From an optimization exercise on the open Yosys and OpenROAD flow, aimed at small area; shortcuts taken in it are not production practice.
In this exercise RTL edits were held to simulation tests only and were not proved equivalent to the original.
The clock port is modelled as an ideal driver; clocking choices that lean on that would not hold on a real chip.
No activity file was given, so power comes from the tool's default toggle rates.

==> design/flow/design.v <==
module Pong #(
	parameter LCD_WIDTH  = 240,
	parameter LCD_HEIGHT = 320,
	parameter CLOCK_FREQ = 12800
	)(
	input wire	clock,
	input wire		player_1_up,
	input wire		player_1_down,
	input wire		player_2_up,
	input wire		player_2_down,
	input wire 		pause,
	input wire     globalReset,
	output 		   resetApp,
	output [13:0] 	display_score1,
	output [13:0]	display_score2,
	output [8:0]	leds,
	output        LT24Wr_n,
	output        LT24Rd_n,
	output        LT24CS_n,
	output        LT24RS,
	output        LT24Reset_n,
	output [15:0] LT24Data,
	output        LT24LCDOn
	);
	reg [3:0] resetSync;
	always @(posedge clock or posedge globalReset) begin
		if (globalReset) resetSync <= 4'hF;
		else             resetSync <= {resetSync[2:0], 1'b0};
	end
	wire reset = resetSync[3];
	reg [12:0] Z;
	reg [7:0] X;         
	reg [8:0] Y;         
	reg       pix;       
	wire [3:0] c = Z[3:0];
	wire cEnd   = (c == 4'd15);
	wire X239   = (X == 8'd239);
	wire X240   = (X == 8'd240);
	wire [7:0] xNext = X240 ? 8'd0 : X + 8'd1;
	wire [8:0] yNext = X239 ? ((Y == 9'd320) ? 9'd0 : Y + 9'd1) : Y;
	wire load   = (c == 4'd14) & (pix | X240);      
	always @(posedge clock) begin
		if (reset) begin
			Z <= 13'h1FFF;
			X <= 8'd131;
			Y <= 9'd0;
			pix <= 1'b0;
		end else begin
			Z <= Z + 13'd1;
			if (cEnd) X <= xNext;
			if (cEnd & pix) Y <= yNext;
			if (load) pix <= 1'b1;
		end
	end
	wire initDone = pix | (X240 & c[3] & c[2] & (c[1] | c[0]));
	assign resetApp = reset | ~initDone;
	reg [16:0] W;        
	reg        done;     
	reg        resetGC;
	reg        win1, win2;
	wire winActive = (win1 | win2) & ~done;
	wire [16:0] Winc = W + 17'd1;
	always @(posedge clock) begin
		if (resetApp) begin
			W <= 17'd0;
			done <= 1'b0;
			resetGC <= 1'b1;
		end else begin
			resetGC <= pause | winActive;
			if (winActive) begin
				if (!pause) begin
					if (W == 17'd89599) begin
						done <= 1'b1;
						W <= 17'd0;
					end else begin
						W <= Winc;
					end
				end
			end else begin
				W <= resetGC ? 17'd0 : {9'd0, Winc[7:0]};
			end
		end
	end
	wire tick = ~resetGC & (&W[7:0]);
	reg [7:0] p1x, p2x;
	always @(posedge clock) begin
		if (resetApp) begin
			p1x <= 8'd119;
			p2x <= 8'd119;
		end else if (tick) begin
			if (!player_1_up) begin
				if (p1x != 8'd199) p1x <= p1x + 8'd1;
			end else if (!player_1_down) begin
				if (p1x != 8'd0) p1x <= p1x - 8'd1;
			end
			if (!player_2_up) begin
				if (p2x != 8'd199) p2x <= p2x + 8'd1;
			end else if (!player_2_down) begin
				if (p2x != 8'd0) p2x <= p2x - 8'd1;
			end
		end
	end
	reg [7:0] bx;
	reg [8:0] by;
	reg dx, dy;
	reg p1s, p2s;
	wire [8:0] bx10 = {1'b0, bx} + 9'd10;
	wire [7:0] p1h = p1x + 8'd41;
	wire hitX = bx < p1h;
	wire [7:0] pb = by[8] ? p2x : p1x;       
	wire hit = hitX & ((by == 9'd35) | (by == 9'd280)) & (bx10 > {1'b0, pb});
	wire wall = (bx10 == 9'd239) | (bx == 8'd0);
	wire ndy = dy ^ hit;
	wire ndx = dx ^ (~hit & wall);
	wire [7:0] nbx = ndx ? bx + 8'd1 : bx - 8'd1;
	wire out2 = ndy & (by == 9'd319);
	wire out1 = ~ndy & (by == 9'd1);
	always @(posedge clock) begin
		if (resetApp) begin
			by <= 9'd155;
			bx <= 8'd115;
			dy <= 1'b1;
			dx <= 1'b0;
			p1s <= 1'b0;
			p2s <= 1'b0;
		end else if (tick) begin
			dx <= ndx;
			p1s <= out1;
			p2s <= out2;
			if (out1 | out2) begin
				by <= 9'd155;
				bx <= 8'd115;
				dy <= ~ndy;
			end else begin
				by <= ndy ? by + 9'd1 : by - 9'd1;
				bx <= nbx;
				dy <= ndy;
			end
		end
	end
	reg [3:0] s1, s2;
	reg [4:0] bt;        
	reg       who;       
	always @(posedge clock) begin
		if (resetApp) begin
			s1 <= 4'd0;
			s2 <= 4'd0;
			win1 <= 1'b0;
			win2 <= 1'b0;
			bt <= 5'd0;
		end else begin
			if (bt == 5'd23) begin
				bt <= 5'd0;
				if (who) s2 <= s2 + 4'd1;
				else     s1 <= s1 + 4'd1;
			end else if (bt != 5'd0) begin
				bt <= bt + 5'd1;
			end
			if (tick) begin
				if (p1s) begin
					bt <= 5'd1;
					who <= 1'b0;
				end else if (s1 == 4'd10) begin
					win1 <= 1'b1;
				end else if (p2s) begin
					bt <= 5'd1;
					who <= 1'b1;
				end else if (s2 == 4'd10) begin
					win2 <= 1'b1;
				end
			end
		end
	end
	function [13:0] seg2;
		input [3:0] s;
		reg [3:0] ones;
		begin
			ones = (s >= 4'd10) ? s - 4'd10 : s;
			case (ones)
				4'd0: seg2[6:0] = 7'b1000000;
				4'd1: seg2[6:0] = 7'b1111001;
				4'd2: seg2[6:0] = 7'b0100100;
				4'd3: seg2[6:0] = 7'b0110000;
				4'd4: seg2[6:0] = 7'b0011001;
				4'd5: seg2[6:0] = 7'b0010010;
				4'd6: seg2[6:0] = 7'b0000010;
				4'd7: seg2[6:0] = 7'b1111000;
				4'd8: seg2[6:0] = 7'b0000000;
				default: seg2[6:0] = 7'b0010000;
			endcase
			seg2[13:7] = (s >= 4'd10) ? 7'b1111001 : 7'b1000000;
		end
	endfunction
	assign display_score1 = seg2(reset ? 4'd0 : s1);
	assign display_score2 = seg2(reset ? 4'd0 : s2);
	reg [8:0] ledr;
	wire ledEn = (Z == 13'd5837);    
	always @(posedge clock) begin
		if (resetApp) begin
			ledr <= 9'b100000000;
		end else begin
			if (ledEn & win2)      ledr <= {ledr[0], ledr[8:1]};
			else if (ledEn & win1) ledr <= {ledr[7:0], ledr[8]};
		end
	end
	assign leds = ledr;
	wire [7:0] pp = yNext[8] ? p2x : p1x;    
	wire [8:0] dxp = {1'b0, xNext} - {1'b0, pp};
	wire [8:0] dxb  = {1'b0, xNext} - {1'b0, bx};
	wire [9:0] dyb  = {1'b0, yNext} - {1'b0, by};
	wire inP  = (dxp <= 9'd40);
	wire inP2 = inP & (yNext >= 9'd290) & (yNext <= 9'd295);
	wire inP1 = inP & (yNext >= 9'd30) & (yNext <= 9'd35);
	wire inB  = (dxb <= 9'd10) & (dyb <= 10'd10);
	wire [1:0] colour = inP2 ? 2'd3 : inP1 ? 2'd2 : inB ? 2'd1 : 2'd0;
	reg [1:0] pd, pt;
	always @(posedge clock) begin
		if (reset) pd <= 2'd0;
		else if (load) pd <= colour;
	end
	always @(posedge clock) begin
		if (load) pt <= pd;
	end
	function [8:0] rom;
		input [6:0] a;
		begin
			case (a)
        7'h20: rom = 9'h0ef;
        7'h21: rom = 9'h103;
        7'h22: rom = 9'h180;
        7'h23: rom = 9'h102;
        7'h24: rom = 9'h0cf;
        7'h25: rom = 9'h100;
        7'h26: rom = 9'h181;
        7'h27: rom = 9'h1c0;
        7'h28: rom = 9'h0ed;
        7'h29: rom = 9'h164;
        7'h2a: rom = 9'h103;
        7'h2b: rom = 9'h112;
        7'h2c: rom = 9'h181;
        7'h2d: rom = 9'h0e8;
        7'h2e: rom = 9'h185;
        7'h2f: rom = 9'h101;
        7'h30: rom = 9'h178;
        7'h31: rom = 9'h0cb;
        7'h32: rom = 9'h139;
        7'h33: rom = 9'h12c;
        7'h34: rom = 9'h100;
        7'h35: rom = 9'h134;
        7'h36: rom = 9'h102;
        7'h37: rom = 9'h0f7;
        7'h38: rom = 9'h120;
        7'h39: rom = 9'h0ea;
        7'h3a: rom = 9'h100;
        7'h3b: rom = 9'h100;
        7'h3c: rom = 9'h0c0;
        7'h3d: rom = 9'h123;
        7'h3e: rom = 9'h0c1;
        7'h3f: rom = 9'h110;
        7'h40: rom = 9'h0c5;
        7'h41: rom = 9'h13e;
        7'h42: rom = 9'h128;
        7'h43: rom = 9'h0c7;
        7'h44: rom = 9'h186;
        7'h45: rom = 9'h036;
        7'h46: rom = 9'h148;
        7'h47: rom = 9'h03a;
        7'h48: rom = 9'h155;
        7'h49: rom = 9'h0b1;
        7'h4a: rom = 9'h100;
        7'h4b: rom = 9'h11b;
        7'h4c: rom = 9'h0b6;
        7'h4d: rom = 9'h108;
        7'h4e: rom = 9'h182;
        7'h4f: rom = 9'h127;
        7'h50: rom = 9'h0f2;
        7'h51: rom = 9'h100;
        7'h52: rom = 9'h026;
        7'h53: rom = 9'h101;
        7'h54: rom = 9'h0e0;
        7'h55: rom = 9'h10f;
        7'h56: rom = 9'h131;
        7'h57: rom = 9'h12b;
        7'h58: rom = 9'h10c;
        7'h59: rom = 9'h10e;
        7'h5a: rom = 9'h108;
        7'h5b: rom = 9'h14e;
        7'h5c: rom = 9'h1f1;
        7'h5d: rom = 9'h137;
        7'h5e: rom = 9'h107;
        7'h5f: rom = 9'h110;
        7'h60: rom = 9'h103;
        7'h61: rom = 9'h10e;
        7'h62: rom = 9'h109;
        7'h63: rom = 9'h100;
        7'h64: rom = 9'h0e1;
        7'h65: rom = 9'h100;
        7'h66: rom = 9'h10e;
        7'h67: rom = 9'h114;
        7'h68: rom = 9'h103;
        7'h69: rom = 9'h111;
        7'h6a: rom = 9'h107;
        7'h6b: rom = 9'h131;
        7'h6c: rom = 9'h1c1;
        7'h6d: rom = 9'h148;
        7'h6e: rom = 9'h108;
        7'h6f: rom = 9'h10f;
        7'h70: rom = 9'h10c;
        7'h71: rom = 9'h131;
        7'h72: rom = 9'h136;
        7'h73: rom = 9'h10f;
        7'h74: rom = 9'h0b1;
        7'h75: rom = 9'h100;
        7'h76: rom = 9'h101;
        7'h77: rom = 9'h0f6;
        7'h78: rom = 9'h101;
        7'h79: rom = 9'h110;
        7'h7a: rom = 9'h100;
        7'h7b: rom = 9'h011;
        7'h7c: rom = 9'h02a;
        7'h7d: rom = 9'h100;
        7'h7e: rom = 9'h100;
        7'h7f: rom = 9'h100;
        7'h00: rom = 9'h1ef;
        7'h01: rom = 9'h02b;
        7'h02: rom = 9'h100;
        7'h03: rom = 9'h100;
        7'h04: rom = 9'h101;
        7'h05: rom = 9'h13f;
        7'h06: rom = 9'h029;
        7'h07: rom = 9'h029;
				default: rom = 9'h100;
			endcase
		end
	endfunction
	wire pre = X < 8'd228;
	wire [8:0] initWord = pre ? 9'h100 : rom({X[3:0], c[3:1]});
	wire isP1 = pt == 2'd2;
	wire isB  = pt == 2'd1;
	wire isP2 = pt == 2'd3;
	wire pixW = (c == 4'd13) | (c == 4'd14);    
	reg [8:0] pixWord;
	always @(*) begin
		case (c)
			4'd15, 4'd0:  pixWord = 9'h02A;
			4'd1, 4'd2:   pixWord = 9'h100;
			4'd3, 4'd4:   pixWord = {1'b1, X};
			4'd5, 4'd6:   pixWord = 9'h02B;
			4'd7, 4'd8:   pixWord = {8'h80, Y[8]};
			4'd9, 4'd10:  pixWord = {1'b1, Y[7:0]};
			4'd11, 4'd12: pixWord = 9'h02C;
			default:      pixWord = {1'b1, isB, isB, {6{isP2}}};
		endcase
	end
	wire [8:0] word = reset ? 9'h100 : pix ? pixWord : initWord;
	assign LT24RS = word[8];
	assign LT24Data = {{5{~reset & pix & pixW & isP1}}, {3{~reset & pix & pixW & isB}}, word[7:0]};
	assign LT24Wr_n = ~reset & (pix ? ~c[0] : (~pre & c[0]));
	assign LT24Reset_n = ~reset;
	assign LT24CS_n = 1'b0;
	assign LT24Rd_n = 1'b1;
	assign LT24LCDOn = 1'b1;
endmodule
==> design/flow/flow/run.sh <==
#!/bin/bash
set -euo pipefail
W=$PWD
# synthesis script: synth_recipe.tcl sourcing a copy of ORFS synth.tcl whose abc call uses flow/area.abc
sed 's|^  log_cmd abc {\*}\$abc_args$|  log_cmd abc -script '"$W"'/flow/area.abc {*}[lrange $abc_args 2 end]|' \
  "$FLOW_HOME/scripts/synth.tcl" > "$W/synth_body.tcl"
if cmp -s "$FLOW_HOME/scripts/synth.tcl" "$W/synth_body.tcl"; then
  echo "run.sh: abc line not found in synth.tcl, using the standard ABC script" >&2
fi
sed "s|source \$::env(SCRIPTS_DIR)/synth.tcl|source $W/synth_body.tcl|" synth_recipe.tcl > "$W/my_synth.tcl"
export BUFFER_PORTS_ARGS="-buffer_cell sky130_fd_sc_hd__buf_1"
export PRE_CTS_TCL="$W/flow/cts_hook.tcl"
export CTS_ARGS="-clk_nets clock -dont_use_dummy_load -buf_list sky130_fd_sc_hd__clkbuf_8 -root_buf sky130_fd_sc_hd__clkbuf_8"
bash standard.sh SYNTH_SCRIPT="$W/my_synth.tcl" ADDER_MAP_FILE= finish > "$W/standard.log" 2>&1
==> design/flow/flow/area.abc <==
strash
&get -n
&deepsyn -T 240
&put
dch -f
map -a
strash
dch -f
amap
topo
==> design/flow/flow/cts_hook.tcl <==
# PRE_CTS hook: build the clock tree by hand (TritonCTS is then run on the
# clock port net only, where it finds a single sink and adds nothing).
# The clock port drives one root clkbuf_8, which drives one clkbuf_8 per
# cluster of about 13 flip-flops (k-means on their placed locations).
source [file join [file dirname [info script]] manual_cts.tcl]
set nsinks [llength [[[ord::get_db_block] findNet clock] getITerms]]
set nleaf [expr {max(2, int(ceil($nsinks / 13.0)))}]
manual_cts $nleaf sky130_fd_sc_hd__clkbuf_8 sky130_fd_sc_hd__clkbuf_8
set_propagated_clock [all_clocks]
==> design/flow/flow/manual_cts.tcl <==
# Manual clock tree: the clock port drives NLEAF clock buffers, each driving
# one cluster of flip-flop clock pins (k-means on the pins' placed locations).
proc manual_cts { nleaf bufname {rootbuf {}} } {
  set block [ord::get_db_block]
  set db [ord::get_db]
  set master [$db findMaster $bufname]
  set clk [$block findNet clock]
  set sinks {}
  foreach it [$clk getITerms] {
    set inst [$it getInst]
    set bb [$inst getBBox]
    lappend sinks [list $it [expr {([$bb xMin] + [$bb xMax]) / 2}] [expr {([$bb yMin] + [$bb yMax]) / 2}]]
  }
  set n [llength $sinks]
  # initial centres: sinks sorted by x, picked evenly
  set sorted [lsort -integer -index 1 $sinks]
  set cx {}; set cy {}
  for {set k 0} {$k < $nleaf} {incr k} {
    set s [lindex $sorted [expr {int(($k + 0.5) * $n / $nleaf)}]]
    lappend cx [lindex $s 1]; lappend cy [lindex $s 2]
  }
  set cap [expr {int(ceil(double($n) / $nleaf)) + 2}]
  for {set iter 0} {$iter < 30} {incr iter} {
    # balanced assignment: greedy by distance with a capacity per cluster
    set pairs {}
    set i 0
    foreach s $sinks {
      for {set k 0} {$k < $nleaf} {incr k} {
        set d [expr {abs([lindex $s 1] - [lindex $cx $k]) + abs([lindex $s 2] - [lindex $cy $k])}]
        lappend pairs [list $d $i $k]
      }
      incr i
    }
    set pairs [lsort -integer -index 0 $pairs]
    array unset asg; array unset cnt
    for {set k 0} {$k < $nleaf} {incr k} { set cnt($k) 0 }
    foreach p $pairs {
      lassign $p d i k
      if {[info exists asg($i)] || $cnt($k) >= $cap} continue
      set asg($i) $k; incr cnt($k)
    }
    set ncx {}; set ncy {}
    for {set k 0} {$k < $nleaf} {incr k} { set sx($k) 0; set sy($k) 0 }
    for {set i 0} {$i < $n} {incr i} {
      set k $asg($i); set s [lindex $sinks $i]
      set sx($k) [expr {$sx($k) + [lindex $s 1]}]; set sy($k) [expr {$sy($k) + [lindex $s 2]}]
    }
    for {set k 0} {$k < $nleaf} {incr k} {
      if {$cnt($k) > 0} { lappend ncx [expr {$sx($k) / $cnt($k)}]; lappend ncy [expr {$sy($k) / $cnt($k)}] } else { lappend ncx [lindex $cx $k]; lappend ncy [lindex $cy $k] }
    }
    set cx $ncx; set cy $ncy
  }
  set drv $clk
  if {$rootbuf ne {}} {
    set rinst [odb::dbInst_create $block [$db findMaster $rootbuf] "clkbuf_root"]
    set drv [odb::dbNet_create $block "clknet_root"]
    $drv setSigType CLOCK
    set rsx 0; set rsy 0
    foreach x $cx y $cy { set rsx [expr {$rsx + $x}]; set rsy [expr {$rsy + $y}] }
    $rinst setLocation [expr {$rsx / $nleaf}] [expr {$rsy / $nleaf}]
    $rinst setPlacementStatus PLACED
    [$rinst findITerm A] connect $clk
    [$rinst findITerm X] connect $drv
  }
  for {set k 0} {$k < $nleaf} {incr k} {
    set inst [odb::dbInst_create $block $master "clkbuf_leaf_$k"]
    set net [odb::dbNet_create $block "clknet_leaf_$k"]
    $net setSigType CLOCK
    $inst setLocation [lindex $cx $k] [lindex $cy $k]
    $inst setPlacementStatus PLACED
    [$inst findITerm A] connect $drv
    [$inst findITerm X] connect $net
    set nets($k) $net
  }
  for {set i 0} {$i < $n} {incr i} {
    set it [lindex [lindex $sinks $i] 0]
    $it disconnect
    $it connect $nets($asg($i))
  }
  puts "manual_cts: $n sinks in $nleaf clusters: [array get cnt]"
}
==> design/flow/standard.sh <==
#!/bin/bash
# synth_recipe.tcl (not shown) runs the flow's synth.tcl, then flattens the netlist and writes it again
# the make line also repeats each setting of config.mk as NAME=value (left out here)
make -C /OpenROAD-flow-scripts/flow DESIGN_CONFIG=/design/flow/config.mk WORK_HOME=/design/flow/orfs CLKGATE_MAP_FILE= SYNTH_SCRIPT=/design/flow/synth_recipe.tcl "${@:-finish}"
==> design/flow/config.mk <==
export PLATFORM = sky130hd
export DESIGN_NAME = Pong
export DESIGN_NICKNAME = Pong
export VERILOG_FILES = /design/flow/design.v
export SDC_FILE = /design/flow/constraint.sdc
export NUM_CORES = 4
export LEC_CHECK = 0
export CAP_MARGIN = 0
export CORE_MARGIN = 2
export CORE_UTILIZATION = 40
export PLACE_DENSITY = 0.6
export SLEW_MARGIN = 0
==> design/flow/constraint.sdc <==
create_clock -name core_clock -period 8.0 [get_ports {clock}]
set_input_delay 1.6000 -clock core_clock [delete_from_list [all_inputs] [get_ports {clock}]]
set_output_delay 1.6000 -clock core_clock [all_outputs]
set_load 0.01 [all_outputs]
==> results of run 1 <==
-- power groups by stage --
stage | Sequential [mW] | Clock (mW) | Combinational, mW
6_report | 0.634 | 0.318 | 0.272
5_1_grt | 0.636 | 0.358 | 0.293
4_1_cts | 0.633 | 0.334 | 0.262
3_5_place_dp | 0.647 | 0 | 0.261
3_3_place_gp | 0.647 | 0 | 0.271
2_1_floorplan | 0.650 | 0 | 0.167
-- routing by layer --
layer  vias up  GRT usage (%)  routed length, um
li1       4304              -                  -
met1      3914           35.9              11700
met5         -              0                  0
met2       364           37.1              10700
met4         0           7.56                892
met3        66           2.85               1910
-- kinds of logic (layout without fill, tap and decap cells) --
group           after synthesis  count (layout)
other cells                   2              10
buf+inv                     178             237
flops                       120             120
compound gates              359             359
simple gates                496             496
xor+xnor                      1               1
-- cells in the final DEF (no fill, tap or decap), drive strengths merged, types with 8 or more instances in the layout --
cell type	instances
a2111oi	11
a211oi	35
a21oi	50
a22oi	8
a31oi	21
buf	69
clkbuf	11
clkinv	157
conb	10
dfxtp	113
nand2	92
nand3	18
nor2	255
nor2b	9
nor3	55
nor4	20
o21a	10
o21ai	102
o221ai	28
o22ai	39
or2	17
-- registers in the layout, indices dropped and copies added (netlist names), 2 cells and up --
| name | count |
|---|---|
| Y | 9 |
| s2 | 4 |
| bx | 8 |
| s1 | 4 |
| bt | 5 |
| W | 17 |
| p2x | 8 |
| pt | 2 |
| pd | 2 |
| ledr | 9 |
| resetSync | 4 |
| p1x | 8 |
| X | 8 |
| Z | 13 |
| by | 9 |
-- metrics by stage --
step                      total power [mW]  hold WS, ns  instance area, um^2
after floorplan                      0.817        0.345                 7760
after global placement               0.918        0.346                 8230
after detailed placement             0.908        0.347                 8230
after CTS                             1.23        0.360                 8380
after global routing                  1.29        0.364                 8380
final                                 1.22        0.358                 8380
-- final cells by class --
class                      instances  area share [%]
inverter                         157            7.03
timing repair buffer              69            3.63
buffer                            11            1.81
tap                              260            3.88
multi-input combinational        866            54.3
sequential                       120            29.3
-- cells in the mapped netlist (20+ instances only) --
master	instances	area [um^2]
nor2_1	255	957
clkinv_1	157	589
dfxtp_1	113	2260
o21ai_0	102	510
nand2_1	92	345
nor3_1	55	275
a21oi_1	50	250
o22ai_1	39	244
a211oi_1	35	263
o221ai_1	28	245
a31oi_1	21	131
buf_4	21	158
nor4_1	20	125
-- path summary, 6_finish.rpt --
path | startpoint | to | slack, ns | cells after the start
max | X[0] | pd[0] | 1.43 | 29
min | resetSync[0] | resetSync[1] | 0.36 | 0
max reg2reg | X[0] | pd[0] | 1.43 | 29
min reg2reg | resetSync[0] | resetSync[1] | 0.36 | 0
max in group asynchronous | globalReset | resetSync[2] | 6.80 | 2
min in group asynchronous | globalReset | resetSync[0] | 1.18 | 2
==> run notes, run 1 <==
Compound-Gate Fraction of Synth Area=a little under a third; initial antenna violation count=0; Core Rows=50; RSZ-0062 raised after global routing=false; Async SR Flop Fraction=around 3.3%; leakage power=roughly 2.6 nW; Adder-Cell Fraction of Synth Area=0%; CP Class=register to register; Max-slew headroom=around two fifths; largest family of logic cells by synthesized area=compound AO/OA/AOI/OAI gates; input/output buffers=57; Synth Area in XOR/XNOR=0.113%; Die X=roughly 140 um; Global Route Usage Sum=24.4%; CP startpoint kind=register; Max-Cap Viols=0; # DRC=0; area of the multi-input gates=0.00456 mm^2; grt total ovfl=0; Post-CTS Resized=0; routed wire length=25,200 um; die height=143 um; Avg WL per Cell=17.0 um; Critical Path Sink Type=register; Max Clock Freq=approximately 150 MHz; Mean Syn Cell Area=~6.7 um^2; Fill cells=about 2.0k; post-synthesis simple-gate area fraction=between 20% and 30%; Cell variety after synth=between 50 and 60; Worst Max-Slew Pin Slew=between 0.8 and 0.9 ns; Synth Flop Type=dfxtp_1; layout cells sized above 1=roughly 2.2%; register area share after synthesis=31.8%; Comb power frac=between 20% and 30%; Final Wtd Congestion=0.984; Fin Clk Skew=between 0.015 and 0.02 ns; DP Wirelength=around 19,000 um; DRT iter0 DRCs=slightly below 900; Period minus WS final=6.57 ns; largest net degree at the start of global routing=32; fin. max-slew vios=0; YS warnings=1; post-CTS setup buffers=0; antenna diode count=0; Die ar.=approximately 0.020 mm^2; clock transition at the registers of the reported paths=0.08 ns; sequential power share=roughly half; Yosys reg bits=120; Detailed Routing Iterations Pass 1=7; max incr delay on CP=approximately 0.6 ns; Clock power frac=26.0%; vias per cell=5.83; Setup WS post-layout=between 1 and 1.5 ns; mux cell area share after synthesis=0%; Hold-fix buffers, CTS=0; placed cells=roughly 1.5k; vias in the first global route=7,744; Non-Filler Instances=around 1.5k; number of synthesized flops with an enable pin=3; CP bufs+invs=4; status=finished clean; CP top delay family=simple AND/OR/NAND/NOR gates; Core ar.=about 0.019 mm^2; Crit Path Max Fanout=13; first-pass GRT wire length=between 40,000 and 50,000 um; final hold vios=0; Req. time, crit path=8.37 ns; number of I/O pins=between 60 and 70; synthesized area=0.00773 mm^2; pre-CTS setup slack=1.55 ns; crit path max-delay cell type=dfxtp_1; Top cell by count, worst path=nor2_1; Mapped Cells=1,156; Max IR drop VDD=roughly 0.095 mV; final setup fails=0; worst skew pair latency=0.43 ns; Internal=between 800 and 900 uW; Psw=411 uW; TNS Setup=0 ns; Initial Utilization=about two fifths; Hold Path Class=register to register; Sequential Area=~0.0025 mm^2; fin crit share=82.2%; post-route ant nets=0; Worst Path Arrival=6.94 ns; Final nets=approximately 1.2k; area delta synth->final=8.45%; PwrDens=~150 mW/mm^2; final core occ=44.5%; DR vias=a little under 9k; sw frac=33.6%
==> inputs of run 2 (changes only) <==
--- a/design/flow/design.v
+++ b/design/flow/design.v
@@ -195,3 +195,3 @@
 	assign display_score2 = seg2(reset ? 4'd0 : s2);
-	reg [8:0] ledr;
+	reg [3:0] ledp;
 	wire ledEn = (Z == 13'd5837);    
@@ -199,9 +199,10 @@
 		if (resetApp) begin
-			ledr <= 9'b100000000;
-		end else begin
-			if (ledEn & win2)      ledr <= {ledr[0], ledr[8:1]};
-			else if (ledEn & win1) ledr <= {ledr[7:0], ledr[8]};
+			ledp <= 4'd8;
+		end else if (ledEn & win2) begin
+			ledp <= (ledp == 4'd0) ? 4'd8 : ledp - 4'd1;
+		end else if (ledEn & win1) begin
+			ledp <= (ledp == 4'd8) ? 4'd0 : ledp + 4'd1;
 		end
 	end
-	assign leds = ledr;
+	assign leds = 9'd1 << ledp;
 	wire [7:0] pp = yNext[8] ? p2x : p1x;    
--- a/design/flow/config.mk
+++ b/design/flow/config.mk
@@ -7,3 +7,3 @@
 export LEC_CHECK = 0
-export CAP_MARGIN = 0
+export CAP_MARGIN = 20
 export CORE_MARGIN = 2
@@ -11,2 +11,2 @@
 export PLACE_DENSITY = 0.6
-export SLEW_MARGIN = 0
+export SLEW_MARGIN = 20
==> run 2 against run 1 <==
Power fell by 6.7%. Worst setup slack improved by 0.48 ns. Routed wire length rose by 1.9%. Largest power group unchanged. Clock skew fell by 0.0025 ns. Sequential share of layout area fell by 0.46 points. Global-route usage rose by 0.37 points. Maximum frequency rose by 7.8%. Via count barely moved. Die area fell by 1.5%. Combinational power fell by 18%. Largest cell class unchanged. Cell count fell by 1.5%. Core utilization fell by 0.85 points.
==> run notes, run 2 <==
Critical Path Sink Type=register; routed wire length=25,700 um (+1.9%); crit path max-delay cell type=dfxtp_1; Fill cells=1,990 (-0.50%); Worst Path Arrival=6.44 ns (-0.50 ns); Biggest register=W; max reg flops=17 (unchanged); Fin Clk Skew=0.0145 ns (-0.00251 ns); # DRC=0 (unchanged); Top cell by count, worst path=nor2_1; max incr delay on CP=0.73 ns (+0.13 ns); Overall Power=1.14 mW (-6.7%); post-route ant nets=0 (unchanged); Final Wtd Congestion=1.02 (+3.7%); DRT iter0 DRCs=743 (-14%); clock transition at the registers of the reported paths=0.09 ns (about the same); Sequential Area=0.00236 mm^2 (-4.1%); TNS Setup=0 ns (unchanged); Max-Cap Viols=0 (unchanged); R2R Path End=pd[0]; Yosys reg bits=115 (-4.2%); Req. time, crit path=8.34 ns (-0.03 ns); Core Rows=50 (unchanged); worst skew pair latency=0.41 ns (-0.02 ns); register area share after synthesis=31.0% (-0.80 points); CP top delay family=simple AND/OR/NAND/NOR gates; hold path depth=0 (unchanged); Crit path depth=27 (-6.9%); FF-to-FF path depth=27 (-6.9%); Max-slew headroom=34.9% (-3.6 points); Mapped Cells=1,168 (+1.0%); die height=142 um (-0.78%); Post-CTS Resized=0 (unchanged); R2R Setup Slk=1.90 ns (+0.48 ns); RSZ-0062 raised after global routing=false; Period minus WS final=6.10 ns (-0.475 ns); Crit Path Max Fanout=17 (+4); initial antenna violation count=0 (unchanged); largest net degree at the start of global routing=38 (+19%); Initial Utilization=40.7% (-0.38 points); Critical R2R Launch=X[1]; synthesized area=0.00761 mm^2 (-1.6%); grt total ovfl=0 (unchanged); Avg WL per Cell=17.6 um (+3.4%); DR vias=8,642 (-0.069%); CP bufs+invs=5 (+1); Synth top area share=28.4% (-0.84 points); Max IR drop VDD=0.0978 mV (+2.7%); vias in the first global route=7,762 (+0.23%); Worst Max-Slew Pin Slew=0.952 ns (+0.0532 ns); Die ar.=0.0201 mm^2 (-1.5%); PwrDens=140 mW/mm^2 (-4.3%); Critical Path Source=X[1]; first-pass GRT wire length=40,900 um (+0.22%); DP Wirelength=19,800 um (+2.6%); leakage power=2.54 nW (-3.9%); number of I/O pins=67 (unchanged); Die X=142 um (-0.78%); vias per cell=5.92 (+1.4%); Hold Path Class=register to register; final hold vios=0 (unchanged); number of synthesized flops with an enable pin=3 (unchanged); fin. max-slew vios=0 (unchanged); fin crit share=76.2% (-5.9 points); post-CTS setup buffers=0 (unchanged); most frequent cell after synthesis=nor2_1; most instantiated cells after synthesis=nor2_1 (277), clkinv_1 (172), dfxtp_1 (108), o21ai_0 (85), nand2_1 (83); CP Class=register to register; Mean Syn Cell Area=6.51 um^2 (-2.6%); Cell variety after synth=50 (-7.4%); most frequent cells in the layout=nor2_1 (277), clkinv_1 (172), dfxtp_1 (108); area delta synth->final=7.38%; Detailed Routing Iterations Pass 1=5 (-2); Global Route Usage Sum=24.7% (+0.37 points); Largest regs=W (17), Z (13); status=finished clean; Core ar.=0.0187 mm^2 (-0.66%); Area contributors post-synth=dfxtp_1 (28%), nor2_1 (14%), clkinv_1 (8.5%), o21ai_0 (5.6%), nor3_1 (4.9%); layout cells sized above 1=1.63% (-0.58 points); Critical Path End=pd[0]; Hold-fix buffers, CTS=0 (unchanged); Synth area leader=dfxtp_1; Final nets=1,236 (+0.32%); YS warnings=1 (unchanged); Synth Flop Type=dfxtp_1; most common cell after layout, fill and taps aside=nor2_1; Async SR Flop Fraction=3.48% (+0.14 points); CP startpoint kind=register; Max Clock Freq=164 MHz (+7.8%); final setup fails=0 (unchanged); area of the multi-input gates=0.00448 mm^2 (-1.6%); antenna diode count=0 (unchanged); input/output buffers=57 (unchanged)
[run 2: area by class of cell]
| class | count | share of cell area (%) |
|---|---|---|
| Inverter | 172 | 7.90 |
| Buffer | 10 | 1.68 |
| Sequential cell | 115 | 28.9 |
| Tap cell | 234 | 3.58 |
| Multi-Input combinational cell | 868 | 54.9 |
| Timing Repair Buffer | 62 | 3.08 |
[run 2: cell families (layout without fill, tap and decap cells)]
group	after synthesis	in the layout	synth area share, %
DFF	115	115	31.0
AOI/OAI and AO/OA	340	340	28.9
and+or+nand+nor	516	516	29.2
other	2	10	0.0987
xor gates and xnor gates	2	2	0.230
buffers and inverters	193	244	10.6
[run 2: worst reg2reg max path, delay by kind of cell, from the launching register on]
kind	cells	cell delay, ns
buffers and inverters	5	1.41
flip-flops	1	0.73
AND/OR/NAND/NOR	12	2.07
AO/OA/AOI/OAI	10	1.83
[run 2: how the worst min path moves through the flow]
stage	startpoint	slack, ns	endpoint
3_5_place_dp	resetSync[2]	0.35	resetSync[3]
3_3_place_gp	resetSync[1]	0.35	resetSync[2]
4_1_cts	resetSync[2]	0.36	resetSync[3]
5_1_grt	resetSync[2]	0.36	resetSync[3]
6_report	resetSync[2]	0.36	resetSync[3]
2_1_floorplan	resetSync[0]	0.35	resetSync[1]
[run 2: through the flow]
| step | instances | cell area, um^2 | hold WS, ns | util (%) | worst slack, ns |
|---|---|---|---|---|---|
| floorplan | 1176 | 7640 | 0.345 | - | 2.88 |
| global placement | 1451 | 8030 | 0.347 | 42.9 | 2.34 |
| detailed placement | 1451 | 8030 | 0.347 | 42.9 | 2.12 |
| CTS | 1461 | 8170 | 0.361 | 43.7 | 2.08 |
| global route | 1461 | 8170 | 0.364 | 43.7 | 1.20 |
| finish | 1461 | 8170 | 0.360 | 43.7 | 1.90 |
[run 2: layer usage]
layer | vias up | track usage [%] | routed length [um]
met5 | - | 0 | 0
met4 | 0 | 6.42 | 760
met3 | 61 | 2.26 | 1730
met2 | 377 | 41.0 | 11500
met1 | 3944 | 34.6 | 11700
li1 | 4260 | - | -
[run 2: power by group]
part / internal (mW) / total [mW] / switching [mW] / leakage, nW
clock: 0.112 / 0.300 / 0.188 / 0.0719
sequential: 0.589 / 0.618 / 0.0290 / 0.947
combinational: 0.0610 / 0.223 / 0.162 / 1.52
==> inputs of run 3 (changes only) <==
--- a/design/flow/design.v
+++ b/design/flow/design.v
@@ -35,8 +35,9 @@
 	wire [3:0] c = Z[3:0];
-	wire cEnd   = (c == 4'd15);
 	wire X239   = (X == 8'd239);
 	wire X240   = (X == 8'd240);
+	wire X0     = (X == 8'd0);
 	wire [7:0] xNext = X240 ? 8'd0 : X + 8'd1;
 	wire [8:0] yNext = X239 ? ((Y == 9'd320) ? 9'd0 : Y + 9'd1) : Y;
-	wire load   = (c == 4'd14) & (pix | X240);      
+	wire step   = pix ? (c == 4'd13) : ((c == 4'd15) | (X240 & (c == 4'd13)));
+	wire load   = (c == 4'd14) & (pix | X0);      
 	always @(posedge clock) begin
@@ -49,4 +50,4 @@
 			Z <= Z + 13'd1;
-			if (cEnd) X <= xNext;
-			if (cEnd & pix) Y <= yNext;
+			if (step) X <= xNext;
+			if (step & pix) Y <= yNext;
 			if (load) pix <= 1'b1;
@@ -54,3 +55,3 @@
 	end
-	wire initDone = pix | (X240 & c[3] & c[2] & (c[1] | c[0]));
+	wire initDone = pix | X0 | (X240 & (c == 4'd13));
 	assign resetApp = reset | ~initDone;
@@ -156,3 +157,3 @@
 			end else if (bt != 5'd0) begin
-				bt <= bt + 5'd1;
+				bt <= {bt[3:0], bt[4] ^ bt[2]};    
 			end
@@ -207,9 +208,9 @@
 	assign leds = 9'd1 << ledp;
-	wire [7:0] pp = yNext[8] ? p2x : p1x;    
-	wire [8:0] dxp = {1'b0, xNext} - {1'b0, pp};
-	wire [8:0] dxb  = {1'b0, xNext} - {1'b0, bx};
-	wire [9:0] dyb  = {1'b0, yNext} - {1'b0, by};
+	wire [7:0] pp = Y[8] ? p2x : p1x;    
+	wire [8:0] dxp = {1'b0, X} - {1'b0, pp};
+	wire [8:0] dxb  = {1'b0, X} - {1'b0, bx};
+	wire [9:0] dyb  = {1'b0, Y} - {1'b0, by};
 	wire inP  = (dxp <= 9'd40);
-	wire inP2 = inP & (yNext >= 9'd290) & (yNext <= 9'd295);
-	wire inP1 = inP & (yNext >= 9'd30) & (yNext <= 9'd35);
+	wire inP2 = inP & (Y >= 9'd290) & (Y <= 9'd295);
+	wire inP1 = inP & (Y >= 9'd30) & (Y <= 9'd35);
 	wire inB  = (dxb <= 9'd10) & (dyb <= 10'd10);
@@ -336,3 +337,3 @@
 	endfunction
-	wire pre = X < 8'd228;
+	wire pre = X[7] & (X < 8'd228);    
 	wire [8:0] initWord = pre ? 9'h100 : rom({X[3:0], c[3:1]});
==> run 3 against run 2 <==
Core utilization fell by 0.079 points. Sequential power is 0.6% lower. Sequential share of layout area rose by 1.5 points. Largest power group unchanged. Still clean. Maximum frequency rose by 2.9%. Synthesized cell count is 8.4% lower. Combinational power decreased by 25%. Cell area shrank 4.8%. Cell count shrank 7.2%. Routed wire length is 12% lower. Register-to-register slack better by 0.47 ns.
==> run notes, run 3 <==
Critical Path Sink Type=output port; RSZ-0062 raised after global routing=false; Biggest register=W; final setup fails=0 (unchanged); Yosys reg bits=115 (unchanged); Hold Path Class=register to register; Detailed Routing Iterations Pass 1=6 (+1); Worst Max-Slew Pin Slew=0.964 ns (+0.0118 ns); routed wire length=22,700 um (-12%); clock transition at the registers of the reported paths=0.08 ns (about the same); area of placed instances=0.00764 mm^2 (-4.9%); Internal=746 uW (-2.1%); most instantiated cells after synthesis=nor2_1 (243), clkinv_1 (150), dfxtp_1 (108), o21ai_0 (77), nand2_1 (71); Crit Path Max Fanout=15 (-2); Synth top area share=29.9% (+1.4 points); largest net degree at the start of global routing=27 (-29%); Fill cells=1,873 (-5.9%); CP top delay family=compound AO/OA/AOI/OAI gates; status=finished clean; Clock power frac=27.5% (+1.2 points); PwrDens=139 mW/mm^2 (-0.76%); post-CTS setup buffers=0 (unchanged); DRT iter0 DRCs=825 (+11%); post-route cell area=0.00778 mm^2 (-4.8%); number of I/O pins=67 (unchanged); leakage power=2.40 nW (-5.5%); Die X=139 um (-2.4%); FF-to-FF path depth=22 (-19%); Worst Path Arrival=4.33 ns (-2.11 ns); Max-Cap Viols=0 (unchanged); register area share after synthesis=32.6% (+1.6 points); max reg flops=17 (unchanged); Psw=332 uW (-12%); initial antenna violation count=0 (unchanged); DR vias=7,936 (-8.2%); layout cells sized above 1=1.60% (-0.033 points); CP bufs+invs=3 (-2); Cell variety after synth=50 (unchanged); input/output buffers=57 (unchanged); worst skew pair latency=0.41 ns (about the same); Max Clock Freq=169 MHz (+2.9%); Final Wtd Congestion=1.03 (+1.2%); Async SR Flop Fraction=3.48% (unchanged); Avg WL per Cell=16.8 um (-4.8%); Mapped Cells=1,070 (-8.4%); Die ar.=0.0192 mm^2 (-4.7%); sequential power share=56.9% (+2.7 points); synthesized area=0.00724 mm^2 (-4.8%); Largest regs=W (17), Z (13); # DRC=0 (unchanged); Synth area leader=dfxtp_1; Req. time, crit path=6.40 ns (-1.94 ns); Area contributors post-synth=dfxtp_1 (30%), nor2_1 (13%), clkinv_1 (7.8%), o21ai_0 (5.3%), nor3_1 (4.4%); Max-slew headroom=35.7% (+0.85 points); TNS Setup=0 ns (unchanged); Post-CTS Resized=0 (unchanged); most common cell after layout, fill and taps aside=nor2_1; DP Wirelength=17,300 um (-12%); CP startpoint kind=register; hold path depth=0 (unchanged); Core ar.=0.0178 mm^2 (-4.6%); most frequent cell after synthesis=nor2_1; Period minus WS final=5.93 ns (-0.172 ns); fin. max-slew vios=0 (unchanged); Core Rows=49 (-2.0%); number of synthesized flops with an enable pin=3 (unchanged); Mean Syn Cell Area=6.77 um^2 (+3.9%); vias per cell=5.85 (-1.1%); Fin Clk Skew=0.0314 ns (+0.0169 ns); antenna diode count=0 (unchanged); max incr delay on CP=0.73 ns (about the same); Crit path depth=12 (-56%); first-pass GRT wire length=37,000 um (-9.6%); sw frac=30.8% (-2.4 points); crit path cell chain=clkinv_1 > nor2_1 > clkinv_1 > nor2_1 > a311oi_1 > o21ai_0 > a2111oi_0 > a311o_1 > o21a_1 > a21oi_1 > a31o_1 > buf_1; crit path max-delay cell type=dfxtp_1; Max IR drop VDD=0.174 mV (+78%); Hold-fix buffers, CTS=0 (unchanged); most frequent cells in the layout=nor2_1 (243), clkinv_1 (150), dfxtp_1 (108); fin crit share=74.1% (-2.2 points); CP Class=register to output port; Initial Utilization=40.6% (-0.084 points); vias in the first global route=7,206 (-7.2%); final hold vios=0 (unchanged); Comb power frac=15.6% (-4.0 points); post-route ant nets=0 (unchanged); Global Route Usage Sum=22.7% (-2.0 points); die height=139 um (-2.4%); R2R Setup Slk=2.37 ns (+0.47 ns); area delta synth->final=7.41% (about the same); grt total ovfl=0 (unchanged); Final nets=1,136 (-8.1%); Synth Flop Type=dfxtp_1; YS warnings=1 (unchanged)
-- run 3: cells by family (layout without fill, tap and decap cells) --
group                  after synthesis  count (layout)  synth area share (%)
other                                2              10                 0.104
AND/OR/NAND/NOR                    456             456                  27.3
flip-flops                         115             115                  32.6
buffers and inverters              171             220                  9.95
AO/OA/AOI/OAI                      326             326                  30.1
-- run 3: stage by stage --
| stage | setup slack [ns] | instances | hold WS [ns] | power [mW] | util [%] |
|---|---|---|---|---|---|
| floorplan | 3.30 | 1078 | 0.345 | 0.735 | - |
| CTS | 2.19 | 1356 | 0.361 | 1.08 | 43.6 |
| detailed placement | 2.61 | 1346 | 0.347 | 0.787 | 42.8 |
| global route | 1.63 | 1356 | 0.364 | 1.12 | 43.6 |
| global placement | 2.46 | 1346 | 0.350 | 0.796 | 42.8 |
| finish | 2.07 | 1356 | 0.359 | 1.08 | 43.6 |
-- run 3: metal layers --
metal,GRT usage (%),vias to the layer above,wire [um],share of wire (%)
li1,-,3952,-,-
met1,31.5,3561,10400,46
met2,37.1,329,9910,44
met3,2.04,94,1350,5.9
met4,8.00,0,1080,4.8
met5,0,-,0,0
-- run 3: final timing paths --
path	startpoint	to
worst max-delay path	Z[2]	LT24Data[3]
worst min-delay path	resetSync[0]	resetSync[1]
worst max register to register	Z[2]	Y[8]
worst min register to register	resetSync[0]	resetSync[1]
max in group asynchronous	globalReset	resetSync[0]
min in group asynchronous	globalReset	resetSync[3]
-- run 3: power groups by stage --
stage	logic, mW	clock network [mW]	registers, mW
2_1_floorplan	0.118	0	0.617
3_3_place_gp	0.168	0	0.627
3_5_place_dp	0.161	0	0.626
4_1_cts	0.161	0.308	0.613
5_1_grt	0.184	0.324	0.616
6_report	0.168	0.297	0.614
-- run 3: cell type report --
| class | instances | area [um^2] | share of cell area [%] |
|---|---|---|---|
| Buffer | 10 | 138 | 1.77 |
| Inverter | 150 | 563 | 7.24 |
| Multi-Input combinational cell | 792 | 4200 | 54.0 |
| Sequential cell | 115 | 2360 | 30.3 |
| Tap cell | 229 | 287 | 3.68 |
| Timing Repair Buffer | 60 | 236 | 3.04 |
==> inputs of run 4 (changes only) <==
--- a/design/flow/design.v
+++ b/design/flow/design.v
@@ -157,3 +157,3 @@
 			end else if (bt != 5'd0) begin
-				bt <= {bt[3:0], bt[4] ^ bt[2]};    
+				bt <= bt + 5'd1;
 			end
==> run 4 against run 3 <==
Still clean on timing, DRC and antenna. Core utilization is 0.31 points higher. Flip-flop and latch count did not move. Maximum frequency decreased by 1.9%. Via count rose by 4.4%. Clock power grew 2%. Clock skew shrank 0.0075 ns. Critical path depth grew 12. Synthesized cell count grew 4.0%. Combinational power up 26%.
==> run notes, run 4 <==
status=finished clean; number of I/O pins=67 (unchanged); Final Wtd Congestion=1.02 (-0.73%); clock transition at the registers of the reported paths=0.10 ns (+0.02 ns); Critical Path Sink Type=register; global-route layer with the greatest usage=met2; Detailed Routing Iterations Pass 1=21 (+15); CP startpoint kind=register; most frequent cell after synthesis=nor2_1; Cell variety after synth=51 (+2.0%); Synth top area share=29.2% (-0.64 points); antenna diode count=0 (unchanged); PwrDens=142 mW/mm^2 (+2.6%); crit path max-delay cell type=a2111oi_0; DR vias=8,289 (+4.4%); Crit Path Max Fanout=16 (+1); most common cell after layout, fill and taps aside=nor2_1; TNS Setup=0 ns (unchanged); fin. max-slew vios=0 (unchanged); Max-Cap Viols=0 (unchanged); fin crit share=75.5% (+1.4 points); post-route cell area=0.00794 mm^2 (+2.1%); Core ar.=0.0181 mm^2 (+1.4%); YS warnings=1 (unchanged); CP bufs+invs=5 (+2); register area share after synthesis=31.9% (-0.70 points); Post-CTS Resized=0 (unchanged); GRT met3 Usage=2.97% (+0.94 points); Synth Flop Type=dfxtp_1; input/output buffers=57 (unchanged); initial antenna violation count=0 (unchanged); Period minus WS final=6.04 ns (+0.113 ns); die height=140 um (+1.1%); Avg WL per Cell=16.9 um (+0.92%); area of placed instances=0.00780 mm^2 (+2.1%); grt total ovfl=0 (unchanged); max incr delay on CP=0.84 ns (+0.11 ns); vias per cell=5.92 (+1.2%); Core Rows=49 (unchanged); Hold Path Class=register to register; largest net degree at the start of global routing=31 (+15%); most frequent cells in the layout=nor2_1 (252), clkinv_1 (144), dfxtp_1 (108); leakage power=2.48 nW (+3.2%); Max Clock Freq=166 MHz (-1.9%); Yosys reg bits=115 (unchanged); Async SR Flop Fraction=3.48% (unchanged); number of synthesized flops with an enable pin=3 (unchanged); GRT met1 Usage=32.4% (+0.85 points); Final nets=1,180 (+3.9%); synthesized area=0.00740 mm^2 (+2.2%); Synth area leader=dfxtp_1; Mean Syn Cell Area=6.65 um^2 (-1.8%); vias in the first global route=7,455 (+3.5%); RSZ-0062 raised after global routing=false; DRT iter0 DRCs=899 (+9.0%); Area contributors post-synth=dfxtp_1 (29%), nor2_1 (13%), clkinv_1 (7.3%), o21ai_0 (5.7%), nand2_1 (4.9%); final setup fails=0 (unchanged); area delta synth->final=7.30%; CP top delay family=compound AO/OA/AOI/OAI gates; routed wire length=23,700 um (+4.2%); Die ar.=0.0196 mm^2 (+2.1%); Fin Clk Skew=0.0239 ns (-0.00746 ns); Die X=140 um (+1.1%); max reg flops=17 (unchanged); Fill cells=1,918 (+2.4%); Req. time, crit path=8.32 ns (+1.92 ns); CP Class=register to register; Worst Path Arrival=6.36 ns (+2.03 ns); # DRC=0 (unchanged); most instantiated cells after synthesis=nor2_1 (252), clkinv_1 (144), dfxtp_1 (108), nand2_1 (96), o21ai_0 (85); Largest regs=W (17), Z (13); DP Wirelength=17,800 um (+2.7%); crit path cell chain=clkinv_1 > o22ai_1 > clkinv_1 > o22ai_1 > o21a_1 > a31oi_1 > o32a_1 > a221o_1 > o211ai_1 > o211ai_1 > o21a_1 > a2111oi_0 > xor2_1 > clkinv_1 > nor2_1 > nor2_1 > clkinv_1 > nor2_1 > o221ai_1 > clkinv_1 > o221ai_1 > nor2_1 > nor2_1 > a211oi_1; Biggest register=W; first-pass GRT wire length=38,400 um (+3.8%); post-CTS setup buffers=0 (unchanged); post-route ant nets=0 (unchanged); worst skew pair latency=0.42 ns (about the same); Initial Utilization=40.9% (+0.33 points); layout cells sized above 1=1.54% (-0.060 points); Global Route Usage Sum=23.3% (+0.62 points); final hold vios=0 (unchanged); Mapped Cells=1,113 (+4.0%); Max IR drop VDD=0.141 mV (-19%); Worst Max-Slew Pin Slew=1.07 ns (+0.109 ns); M2 GR Usage=37.6% (+0.60 points); Hold-fix buffers, CTS=0 (unchanged); Max-slew headroom=26.6% (-9.1 points)
run 4: cell types whose count changed in the layout (fill, tap and decap cells not counted), sizes merged, moves of 6 or more:
| cell | delta |
|---|---|
| nand2 | +25 |
| o21ai | +8 |
| nor4 | +8 |
| nor2 | +9 |
| a31oi | +13 |
| clkinv | -6 |
run 4: final cells by class:
cell class	count	area [um^2]	share of cell area, %
tap	229	287	3.61
inverter	144	541	6.81
multi-input combinational	841	4370	55.1
buffer	10	138	1.73
timing repair buffer	61	244	3.07
sequential	115	2360	29.7
run 4: path summary, 6_finish.rpt:
kind | start | to | slack [ns] | cells past startpoint
min in group asynchronous | globalReset | resetSync[1] | 1.19 | 2
worst min-delay path | resetSync[2] | resetSync[3] | 0.36 | 0
max in group asynchronous | globalReset | resetSync[2] | 6.79 | 2
worst max-delay path | by[8] | bx[7] | 1.96 | 24
worst max register to register | by[8] | bx[7] | 1.96 | 24
worst min register to register | resetSync[2] | resetSync[3] | 0.36 | 0
run 4: power by group:
group	switching, mW	total, mW	internal (mW)
clock	0.192	0.304	0.112
combinational	0.151	0.211	0.0595
sequential	0.0263	0.615	0.589
total	0.369	1.13	0.761
run 4: cells by family after synthesis:
group	share of synthesized area [%]
AOI/OAI and AO/OA	29.4
other	0.101
xor gates and xnor gates	0.118
buffers and inverters	9.44
and+or+nand+nor	29.1
DFF	31.9
run 4: through the flow:
step	worst slack (ns)	hold WS (ns)	util (%)	std cells	total power, mW
3_3_place_gp	2.13	0.346	43.1	1390	0.840
2_1_floorplan	3.52	0.345	-	1121	0.762
6_report	1.96	0.363	43.9	1400	1.13
5_1_grt	1.52	0.367	43.9	1400	1.18
4_1_cts	2.10	0.365	43.9	1400	1.13
3_5_place_dp	2.24	0.349	43.1	1390	0.830
run 4: layer usage:
| layer | share of wire, % | up-vias |
|---|---|---|
| met4 | 3.5 | 0 |
| met3 | 6.8 | 67 |
| met2 | 44 | 334 |
| met1 | 46 | 3775 |
| li1 | - | 4113 |
| met5 | 0 | - |

[afterwards: timing with drivers on the ports]
How much do the figures lean on ideal ports? The routed layouts below were timed once more, with nothing changed but the port constraints. Step 1 assumes that a clkbuf_16 drives the clock port and a buf_2 every other input. Step 2 moves the port delays by t, midway between the first and last clock arrival at a register: inputs arrive t later, outputs are due t later. That takes back most of the time a late clock gives input paths. a / b / c = ideal / step 1 / step 2; a / b = the first two.
run	shift t [ns]	slack for setup (ns)	worst hold slack (ns)
run 1	0.457	1.427 / 1.427 / 1.427	0.358 / 0.358 / 0.358
run 2	0.436	1.903 / 1.903 / 1.903	0.360 / 0.360 / 0.360
run 3	0.429	2.075 / 2.039 / 2.371	0.359 / 0.359 / 0.359
run 4	0.441	1.962 / 1.962 / 1.962	0.363 / 0.363 / 0.363
After both steps every run listed still meets setup and hold.
